Background: an optimization exercise with open tools, aiming at small area. Do not read the settings as production practice. Where RTL was checked, it was by simulation tests only, not by an equivalence proof against the original. No driver is modelled on the clock port, so clock power and skew are understated where the tree is cut down; a real chip needs a root buffer or a tree. No activity file was given, so power comes from the tool's default toggle rates.

Design SimpleSend, start of the top module:
module SimpleSend(dataOut,Ready2Go,Seg,Anode,Go,clk,reset);
==> flow/config.mk <==
export PLATFORM = sky130hd
export DESIGN_NAME = SimpleSend
export DESIGN_NICKNAME = SimpleSend
export VERILOG_FILES = /design/flow/design.v
export SDC_FILE = /design/flow/constraint.sdc
export NUM_CORES = 4
export LEC_CHECK = 0
export CAP_MARGIN = 20
export CORE_MARGIN = 2
export CORE_UTILIZATION = 60
export CTS_BUF_LIST = sky130_fd_sc_hd__clkbuf_8
export SLEW_MARGIN = 20
==> flow/constraint.sdc <==
create_clock -name core_clock -period 10.0 [get_ports {clk}]
set_input_delay 2.0000 -clock core_clock [delete_from_list [all_inputs] [get_ports {clk}]]
set_output_delay 2.0000 -clock core_clock [all_outputs]
set_load 0.01 [all_outputs]
run.sh (not shown) runs the stock make flow with config.mk's settings and CLKGATE_MAP_FILE= SYNTH_SCRIPT=/design/flow/synth_recipe.tcl, a recipe that flattens the netlist after the stock synthesis.
Then changed:
--- a/flow/config.mk
+++ b/flow/config.mk
@@ -9,4 +9,6 @@
 export CORE_MARGIN = 2
-export CORE_UTILIZATION = 60
-export CTS_BUF_LIST = sky130_fd_sc_hd__clkbuf_8
+export CORE_UTILIZATION = 70
+export CTS_BUF_LIST = sky130_fd_sc_hd__clkbuf_4
+export CTS_CLUSTER_DIAMETER = 30
+export CTS_CLUSTER_SIZE = 10
 export SLEW_MARGIN = 20
After rerunning: The changed run went through all stages and came out clean; die area falls by 14%; power falls by 15%; final cell count falls by 1.1%; final area falls by 2.6%; synthesized area does not change; wire length rises by 0.35%.
No run of this note included a check of the RTL's function; only the layout flow was run.

Another version of the RTL of SimpleSend (not shown whole).
Size in the first run: roughly 380 cells after synthesis, ~16 I/O pins.
clock: 10.0 ns
lec_check: 0
cap_margin: 20
core_margin: 2
core_utilization: 70
cts_buf_list: sky130_fd_sc_hd__clkbuf_4
cts_cluster_diameter: 30
cts_cluster_size: 10
slew_margin: 20
standard.sh (not shown) runs the stock make flow with config.mk's settings and CLKGATE_MAP_FILE= SYNTH_SCRIPT=/design/flow/synth_recipe.tcl, a recipe that flattens the netlist after the stock synthesis.
==> flow/flow/run.sh <==
#!/bin/bash
# The standard layout with three changes:
#  1. after the standard synthesis, the combinational logic (not the
#     flip-flops, which keep their instances, names and cells) is mapped again
#     with area-oriented ABC scripts (run side by side), and the smallest
#     result is kept;
#  2. the ports get the smallest buffer;
#  3. clock tree synthesis uses clkbuf_8 and inserts no dummy loads.
# Each tool's output goes to a log file of its own in this folder.
set -euo pipefail
here=$(pwd)
R=$here/orfs/results/$FLOW_PLATFORM/SimpleSend/base
LIB=$FLOW_HOME/platforms/$FLOW_PLATFORM/lib/sky130_fd_sc_hd__tt_025C_1v80.lib

bash standard.sh synth > 1_standard_synth.log 2>&1
cp "$R/1_2_yosys.v" "$here/standard_synth.v"

SEQ=$(grep -oE 'sky130_fd_sc_hd__[a-z0-9]*(df|dl)[a-z0-9_]*' standard_synth.v | sort -u | tr '\n' ' ')
DONTUSE=$(sed 's/^/-dont_use /' flow/dont_use.txt | tr '\n' ' ')
best=""; best_area=""
scripts="a d e"
for s in $scripts; do
  sed -e "s#@LIB@#$LIB#g" -e "s#@IN@#$here/standard_synth.v#" -e "s#@TOP@#$FLOW_TOP#g" \
      -e "s#@SEQ@#$SEQ#" -e "s#@SCRIPT@#$here/flow/map_$s.abc#" -e "s#@DONTUSE@#$DONTUSE#" \
      -e "s#@STAT@#$here/resyn_$s.stat#" -e "s#@OUT@#$here/resyn_$s.v#" flow/resyn.ys.in > resyn_$s.ys
  (yosys -s resyn_$s.ys > 2_resyn_$s.log 2>&1 || true) &
done
wait
for s in $scripts; do
  [[ -f resyn_$s.stat && -f resyn_$s.v ]] || continue
  area=$(grep -oE 'Chip area for module .*: [0-9.]+' resyn_$s.stat | awk '{print $NF}')
  [[ -n "$area" ]] || continue
  echo "script $s: area $area" >> 2_resyn_choice.log
  if [[ -z "$best" ]] || awk -v a="$area" -v b="$best_area" 'BEGIN{exit !(a<b)}'; then
    best=$s; best_area=$area
  fi
done
if [[ -n "$best" ]]; then
  echo "kept script $best ($best_area)" >> 2_resyn_choice.log
  cp "resyn_$best.v" "$R/1_2_yosys.v"
  touch "$R/1_2_yosys.v"
fi

bash standard.sh \
  BUFFER_PORTS_ARGS="-buffer_cell sky130_fd_sc_hd__buf_1" \
  CTS_ARGS="-sink_clustering_enable -repair_clock_nets -sink_clustering_size 30 -sink_clustering_max_diameter 80 -buf_list sky130_fd_sc_hd__clkbuf_8 -dont_use_dummy_load" \
  finish > 3_standard_layout.log 2>&1
==> flow/flow/map_d.abc <==
strash
&get -n
&deepsyn -T 90
&put
dch -f
amap
topo
==> flow/flow/map_e.abc <==
strash
&get -n
&deepsyn -T 90 -S 3
&put
dch -f
amap
mfs2
strash
dch -f
amap
topo
Other scripts of this flow, unchanged in this note and not shown: flow/flow/dont_use.txt, flow/flow/map_a.abc, flow/flow/resyn.ys.in
The first run finished clean.
Next try:
--- a/flow/flow/run.sh
+++ b/flow/flow/run.sh
@@ -3,6 +3,5 @@
 #  1. after the standard synthesis, the combinational logic (not the
 #     flip-flops, which keep their instances, names and cells) is mapped again
-#     with area-oriented ABC scripts (run side by side), and the smallest
-#     result is kept;
+#     with area-oriented ABC scripts, and the smallest result is kept;
 #  2. the ports get the smallest buffer;
 #  3. clock tree synthesis uses clkbuf_8 and inserts no dummy loads.
@@ -19,19 +18,14 @@
 DONTUSE=$(sed 's/^/-dont_use /' flow/dont_use.txt | tr '\n' ' ')
 best=""; best_area=""
-scripts="a d e"
-for s in $scripts; do
+for s in a b c; do
   sed -e "s#@LIB@#$LIB#g" -e "s#@IN@#$here/standard_synth.v#" -e "s#@TOP@#$FLOW_TOP#g" \
       -e "s#@SEQ@#$SEQ#" -e "s#@SCRIPT@#$here/flow/map_$s.abc#" -e "s#@DONTUSE@#$DONTUSE#" \
       -e "s#@STAT@#$here/resyn_$s.stat#" -e "s#@OUT@#$here/resyn_$s.v#" flow/resyn.ys.in > resyn_$s.ys
-  (yosys -s resyn_$s.ys > 2_resyn_$s.log 2>&1 || true) &
-done
-wait
-for s in $scripts; do
-  [[ -f resyn_$s.stat && -f resyn_$s.v ]] || continue
-  area=$(grep -oE 'Chip area for module .*: [0-9.]+' resyn_$s.stat | awk '{print $NF}')
-  [[ -n "$area" ]] || continue
-  echo "script $s: area $area" >> 2_resyn_choice.log
-  if [[ -z "$best" ]] || awk -v a="$area" -v b="$best_area" 'BEGIN{exit !(a<b)}'; then
-    best=$s; best_area=$area
+  if yosys -s resyn_$s.ys > 2_resyn_$s.log 2>&1; then
+    area=$(grep -oE 'Chip area for module .*: [0-9.]+' resyn_$s.stat | awk '{print $NF}')
+    echo "script $s: area $area" >> 2_resyn_choice.log
+    if [[ -z "$best" ]] || awk -v a="$area" -v b="$best_area" 'BEGIN{exit !(a<b)}'; then
+      best=$s; best_area=$area
+    fi
   fi
 done
==> flow/flow/map_b.abc (new file) <==
strash
dch -f
map -a
mfs2
strash
dch -f
map -a
topo
==> flow/flow/map_c.abc (new file) <==
strash
&get -n
&st
&dch
&nf -a
&put
topo
removed: flow/flow/map_d.abc
removed: flow/flow/map_e.abc
Result: Routed wire length rose by 0.88%; setup slack gets better by 0.20 ns; fmax rose by 5.1%.

Setup of rev 12:
The RTL this note starts from:
==> flow/design.v <==
module SimpleSend(dataOut,Ready2Go,Seg,Anode,Go,clk,reset);
  output dataOut, Ready2Go;
  output [0:6] Seg;
  output [3:0] Anode;
  input Go, clk, reset;
  reg        W;         
  reg [2:0]  P;         
  reg [15:0] C1;        
  reg        FL;        
  reg [2:0]  Lvl;       
  reg [13:0] L2s;       
  reg [5:0]  U2;        
  reg [6:0]  DLs;       
  reg [15:7] D;         
  reg [1:0]  Q;
  reg [2:0]  j;
  reg [1:0]  y;
  reg        h;
  reg [1:0]  kb;
  reg [6:0]  ph;
  reg [2:0]  rp;        
  reg [2:0]  col;       
  localparam [13:0] M14 = 14'b10101010101010;
  localparam [6:0]  M7  = 7'b0101010;
  wire [13:0] L2 = L2s ^ M14;
  wire [6:0]  DL = DLs ^ M7;
  wire isL5  = Lvl[2] & !Lvl[1] & Lvl[0];
  wire isWIN = Lvl[2] & Lvl[1];
  wire Run   = !FL & !isWIN;
  reg [3:0] N;
  always @(*)
    case (Lvl)
      3'd0:    N = 4'd14;
      3'd1:    N = 4'd8;
      3'd2:    N = 4'd6;
      3'd3:    N = 4'd4;
      3'd4:    N = 4'd3;
      default: N = 4'd12;
    endcase
  wire [3:0] H = C1[15:12];
  wire n1 = !Lvl[0] & !isWIN;                       
  wire n0 = Lvl[2] & !Lvl[1] & !Lvl[0];             
  wire n3 = (!Lvl[1] & (!Lvl[2] | Lvl[0])) | isWIN;  
  wire n2 = Lvl[2] ? (Lvl[0] | Lvl[1]) : (Lvl[1] | !Lvl[0]);  
  wire top = (H[3] ~^ n3) & (H[2] ~^ n2) & (H[1] ~^ n1) & (H[0] ~^ n0);
  wire upd = Go | top;
  wire [2:0] Pi;
  Inc #(3) i_p (P, top & !Go & !W, Pi, );
  always @(posedge clk) begin
    if (reset || (upd && W && Run)) P <= 3'd0;
    else P <= Pi;
    W <= !reset & (W ? !(upd & Run) : (Go & P[1] & !P[0]));
  end
  wire [15:0] C1i;
  Inc #(16) i_c1 (C1, Run, C1i, );
  always @(posedge clk)
    if (reset || top) C1 <= 16'd0;
    else C1 <= C1i;
  wire fend = U2[5];
  wire nz2  = ~|L2[12:0];
  wire T2   = L2[13] & nz2;               
  always @(posedge clk)
    if (reset) L2s <= M14;
    else L2s <= {L2[12:0], L2[13] ^ L2[12] ^ L2[11] ^ L2[1] ^ (nz2 & FL & !fend)} ^ M14;
  wire [5:0] U2i;
  Inc #(6) i_u2 (U2, T2, U2i, );
  always @(posedge clk)
    if (reset || fend) U2 <= 6'd0;
    else U2 <= U2i;
  wire [2:0] Lvli;
  Inc #(3) i_l (Lvl, (fend & W) | isL5, Lvli, );
  always @(posedge clk) begin
    if (reset || (fend && !W)) Lvl <= 3'd0;
    else Lvl <= Lvli;
    FL <= !reset & (FL ? !fend : (Run & !isL5 & Go));
  end
  wire off     = U2[1];                   
  wire Refresh = C1[12] | U2[0];
  wire idle  = (Q == 2'd0) & !ph[0];
  wire cin   = (Q != 2'd0) | ph[0] | Refresh;
  wire [6:0] phi;
  wire phc;
  Inc #(7) i_ph (ph, cin, phi, phc);
  wire [1:0] kbi;
  wire ckb;
  Inc #(2) i_kb (kb, phc, kbi, ckb);
  wire ch    = ckb & h;
  wire cy    = ch & y[1];           
  wire cj    = cy & j[2];           
  wire allDone = Q[1] & Q[0] & j[2] & kb[1] & kb[0] & ph[6] & ph[2];
  wire [1:0] Qi;
  Inc #(2) i_q (Q, cj, Qi, );
  wire [2:0] ji;
  Inc #(3) i_j (j, cy, ji, );
  always @(posedge clk)
    if (reset || allDone) begin
      Q <= 2'd0; j <= 3'd4; y <= 2'd2; h <= 1'b1; kb <= 2'd3; ph <= 7'd126;
    end else begin
      Q  <= Qi;
      ph <= phi;
      kb <= kbi;
      h  <= h ^ ckb;
      y  <= ch ? {y[0], !y[1] & !y[0]} : y;
      j  <= cj ? 3'd0 : ji;
    end
  reg [2:0] pos;
  always @(*)
    case (P)
      3'd0: pos = 3'd0;
      3'd1: pos = 3'd1;
      3'd2: pos = 3'd2;
      3'd3: pos = 3'd3;
      3'd4: pos = 3'd4;
      3'd5: pos = 3'd3;
      3'd6: pos = 3'd2;
      default: pos = 3'd1;
    endcase
  reg [2:0] lcol;
  always @(*)
    case (Lvl)
      3'd0: lcol = 3'b100;    
      3'd1: lcol = 3'b010;    
      3'd2: lcol = 3'b011;    
      3'd3: lcol = 3'b001;    
      3'd4: lcol = 3'b101;    
      default: lcol = 3'b000;
    endcase
  always @(posedge clk)
    if (Q == 2'd0) begin
      rp  <= (off || W) ? 3'd7 : pos;
      col <= off ? 3'b000 : lcol;
    end
  wire cx = col[2], cg = col[1], cb = col[0];
  wire isRed = (j == rp);
  wire isOff = j[1] & !j[0] & !(rp[2] & rp[1]);      
  wire G = cg | (cx & !cb & !kb[1] & kb[0]);
  wire R = cx & (!cb | (!kb[1] & !kb[0]));
  wire theBit = isRed ? y[0] : !isOff & (y[1] ? cb : y[0] ? R : G);
  wire lt36 = !ph[6] & !(ph[5] & (ph[4] | ph[3] | ph[2]));
  wire lt92 = !(ph[6] & (ph[5] | (ph[4] & ph[3] & ph[2])));
  assign dataOut  = !Q[1] & Q[0] & (theBit ? lt92 : lt36);
  assign Ready2Go = idle;
  wire nz7 = ~|DL[5:0];
  always @(posedge clk)
    if (reset) DLs <= M7;
    else DLs <= {DL[5:0], DL[6] ^ DL[5] ^ nz7} ^ M7;
  wire [15:7] Di;
  Inc #(9) i_d (D, DL[6] & nz7, Di, );
  always @(posedge clk)
    if (reset) D <= 9'd0;
    else D <= Di;
  wire s1 = !D[9] & (D[8] ^ D[7]);
  wire s2 = (D[9] ^ D[8]) & (D[8] ~^ D[7]);
  wire s3 = D[9] & (D[8] ^ D[7]);
  wire l5 = Lvl[2] & (Lvl[1] | Lvl[0]);              
  wire blink = l5 & D[15];
  assign Anode = {1'b1, !s1 | blink, !s2 | blink, !s3 | blink};
  wire a = !D[8] & !D[9] & D[7];
  wire f14  = !Lvl[1] & (Lvl[2] ^ Lvl[0]);          
  wire f2   = !Lvl[2] & Lvl[1] & !Lvl[0];           
  wire f1x  = Lvl[2] | Lvl[0];                      
  wire f123 = !Lvl[2] & (Lvl[1] | Lvl[0]);          
  wire f01  = !Lvl[2] & !Lvl[1];                    
  wire g = D[8];
  assign Seg = {g | (a & f14), g | (a & l5), g | (a & f2), g | (a & f14), g | (a & f1x),
                g | (a & f123), !a | f01};
endmodule
module Inc #(parameter W = 8) (input [W-1:0] q, input ci, output [W-1:0] n, output co);
  wire [W:0] c;
  assign c[0] = ci;
  genvar i;
  generate for (i = 0; i < W; i = i + 1) begin : g
    assign n[i]   = q[i] ^ c[i];
    assign c[i+1] = q[i] & c[i];
  end endgenerate
  assign co = c[W];
endmodule
export LEC_CHECK = 0
export CAP_MARGIN = 20
export CORE_MARGIN = 2
export CORE_UTILIZATION = 70
export CTS_BUF_LIST = sky130_fd_sc_hd__clkbuf_4
export CTS_CLUSTER_DIAMETER = 30
export CTS_CLUSTER_SIZE = 10
export SLEW_MARGIN = 20
create_clock -name core_clock -period 10.0 [get_ports {clk}]
==> flow/flow/run.sh <==
#!/bin/bash
# The standard layout with three changes:
#  1. after the standard synthesis, the combinational logic (not the
#     flip-flops, which keep their instances, names and cells) is mapped again
#     with area-oriented ABC scripts (run side by side), and the smallest
#     result is kept;
#  2. the ports get the smallest buffer;
#  3. the clock tree is rebuilt as a single level of clkbuf_16 buffers
#     (flow/post_cts.tcl).
# Each tool's output goes to a log file of its own in this folder.
set -euo pipefail
here=$(pwd)
R=$here/orfs/results/$FLOW_PLATFORM/SimpleSend/base
LIB=$FLOW_HOME/platforms/$FLOW_PLATFORM/lib/sky130_fd_sc_hd__tt_025C_1v80.lib

bash standard.sh synth > 1_standard_synth.log 2>&1
cp "$R/1_2_yosys.v" "$here/standard_synth.v"

SEQ=$(grep -oE 'sky130_fd_sc_hd__[a-z0-9]*(df|dl)[a-z0-9_]*' standard_synth.v | sort -u | tr '\n' ' ')
DONTUSE=$(sed 's/^/-dont_use /' flow/dont_use.txt | tr '\n' ' ')
best=""; best_area=""
scripts="a d e"
for s in $scripts; do
  sed -e "s#@LIB@#$LIB#g" -e "s#@IN@#$here/standard_synth.v#" -e "s#@TOP@#$FLOW_TOP#g" \
      -e "s#@SEQ@#$SEQ#" -e "s#@SCRIPT@#$here/flow/map_$s.abc#" -e "s#@DONTUSE@#$DONTUSE#" \
      -e "s#@STAT@#$here/resyn_$s.stat#" -e "s#@OUT@#$here/resyn_$s.v#" flow/resyn.ys.in > resyn_$s.ys
  (yosys -s resyn_$s.ys > 2_resyn_$s.log 2>&1 || true) &
done
wait
for s in $scripts; do
  [[ -f resyn_$s.stat && -f resyn_$s.v ]] || continue
  area=$(grep -oE 'Chip area for module .*: [0-9.]+' resyn_$s.stat | awk '{print $NF}')
  [[ -n "$area" ]] || continue
  echo "script $s: area $area" >> 2_resyn_choice.log
  if [[ -z "$best" ]] || awk -v a="$area" -v b="$best_area" 'BEGIN{exit !(a<b)}'; then
    best=$s; best_area=$area
  fi
done
if [[ -n "$best" ]]; then
  echo "kept script $best ($best_area)" >> 2_resyn_choice.log
  cp "resyn_$best.v" "$R/1_2_yosys.v"
  touch "$R/1_2_yosys.v"
fi

bash standard.sh \
  BUFFER_PORTS_ARGS="-buffer_cell sky130_fd_sc_hd__buf_1" \
  CTS_ARGS="-sink_clustering_enable -repair_clock_nets -sink_clustering_size 10 -sink_clustering_max_diameter 30 -buf_list sky130_fd_sc_hd__clkbuf_4 -dont_use_dummy_load" \
  POST_CTS_TCL="$here/flow/post_cts.tcl" \
  finish > 3_standard_layout.log 2>&1
Other scripts of this flow, unchanged in this note and not shown: flow/flow/dont_use.txt, flow/flow/map_a.abc, flow/flow/map_d.abc, flow/flow/map_e.abc, flow/flow/post_cts.tcl, flow/flow/resyn.ys.in
diff inputs: rev 12 => rev 13
-- flow/flow/run.sh --
<<< rev 12, line 21
best=""; best_area=""
scripts="a d e"
for s in $scripts; do
>>> rev 13, line 21
best=""; best_area=""
scripts="a d e f g"
for s in $scripts; do
==> flow/flow/map_f.abc (new file) <==
strash
&get -n
&deepsyn -T 90 -S 7
&put
dch -f
amap
topo
==> flow/flow/map_g.abc (new file) <==
strash
&get -n
&deepsyn -T 90 -S 11
&put
dch -f
amap
mfs2
strash
dch -f
amap
topo
==> results.txt <==
- Rev 13 against rev 12; sequential power is down slightly.
- Total routing usage reported by global routing for rev 13 is higher than for rev 12.
- NOTE: internal power contribution in rev 13 falls short of that of rev 12
- A type of the setup path with the least slack of in2reg is what rev 13 shows, while reg2out belongs to rev 12.
No run of this note takes its clock network from TritonCTS; it comes from the design's own scripts or RTL.

[afterwards: timing with drivers on the ports]
How much do the figures lean on ideal ports? The routed layouts below were timed once more, with nothing changed but the port constraints. Step 1 (the two cells are an assumption about what drives the block):
set clk [get_ports {clk}]
set_driving_cell -lib_cell sky130_fd_sc_hd__clkbuf_16 $clk
set_driving_cell -lib_cell sky130_fd_sc_hd__buf_2 [delete_from_list [all_inputs] $clk]
Step 2 adds t to the input delays and takes it off the output delays; t is the mean of the earliest and latest rising clock arrival at the registers after step 1. Input paths then give back, and output paths get back, about the clock's delay inside the block. Three values: ideal ports, drivers, drivers and shift; two values: the first two.
run	t (ns)	setup slack, ns	worst setup path after step 2	slew at the worst register clock pin (ns)
the first run of note 1	0.369	5.722 / 5.691 / 5.896	register to register	0.08 / 0.08
the second run of note 1	0.438	5.604 / 5.578 / 5.834	register to register	0.12 / 0.12
the first run of note 2	0.375	5.986 / 5.956 / 6.109	input to register	0.08 / 0.08
the second run of note 2	0.359	6.182 / 6.155 / 6.514	register to output	0.08 / 0.08
rev 12	0.217	6.148 / 6.089 / 6.048	input to register	0.10 / 0.10
rev 13	0.218	5.579 / 5.614 / 5.396	input to register	0.10 / 0.10
After both steps every run listed still meets setup and hold. The setup slack of rev 13, which loses most, moves by +0.035 ns with the drivers and by -0.183 ns with both steps.
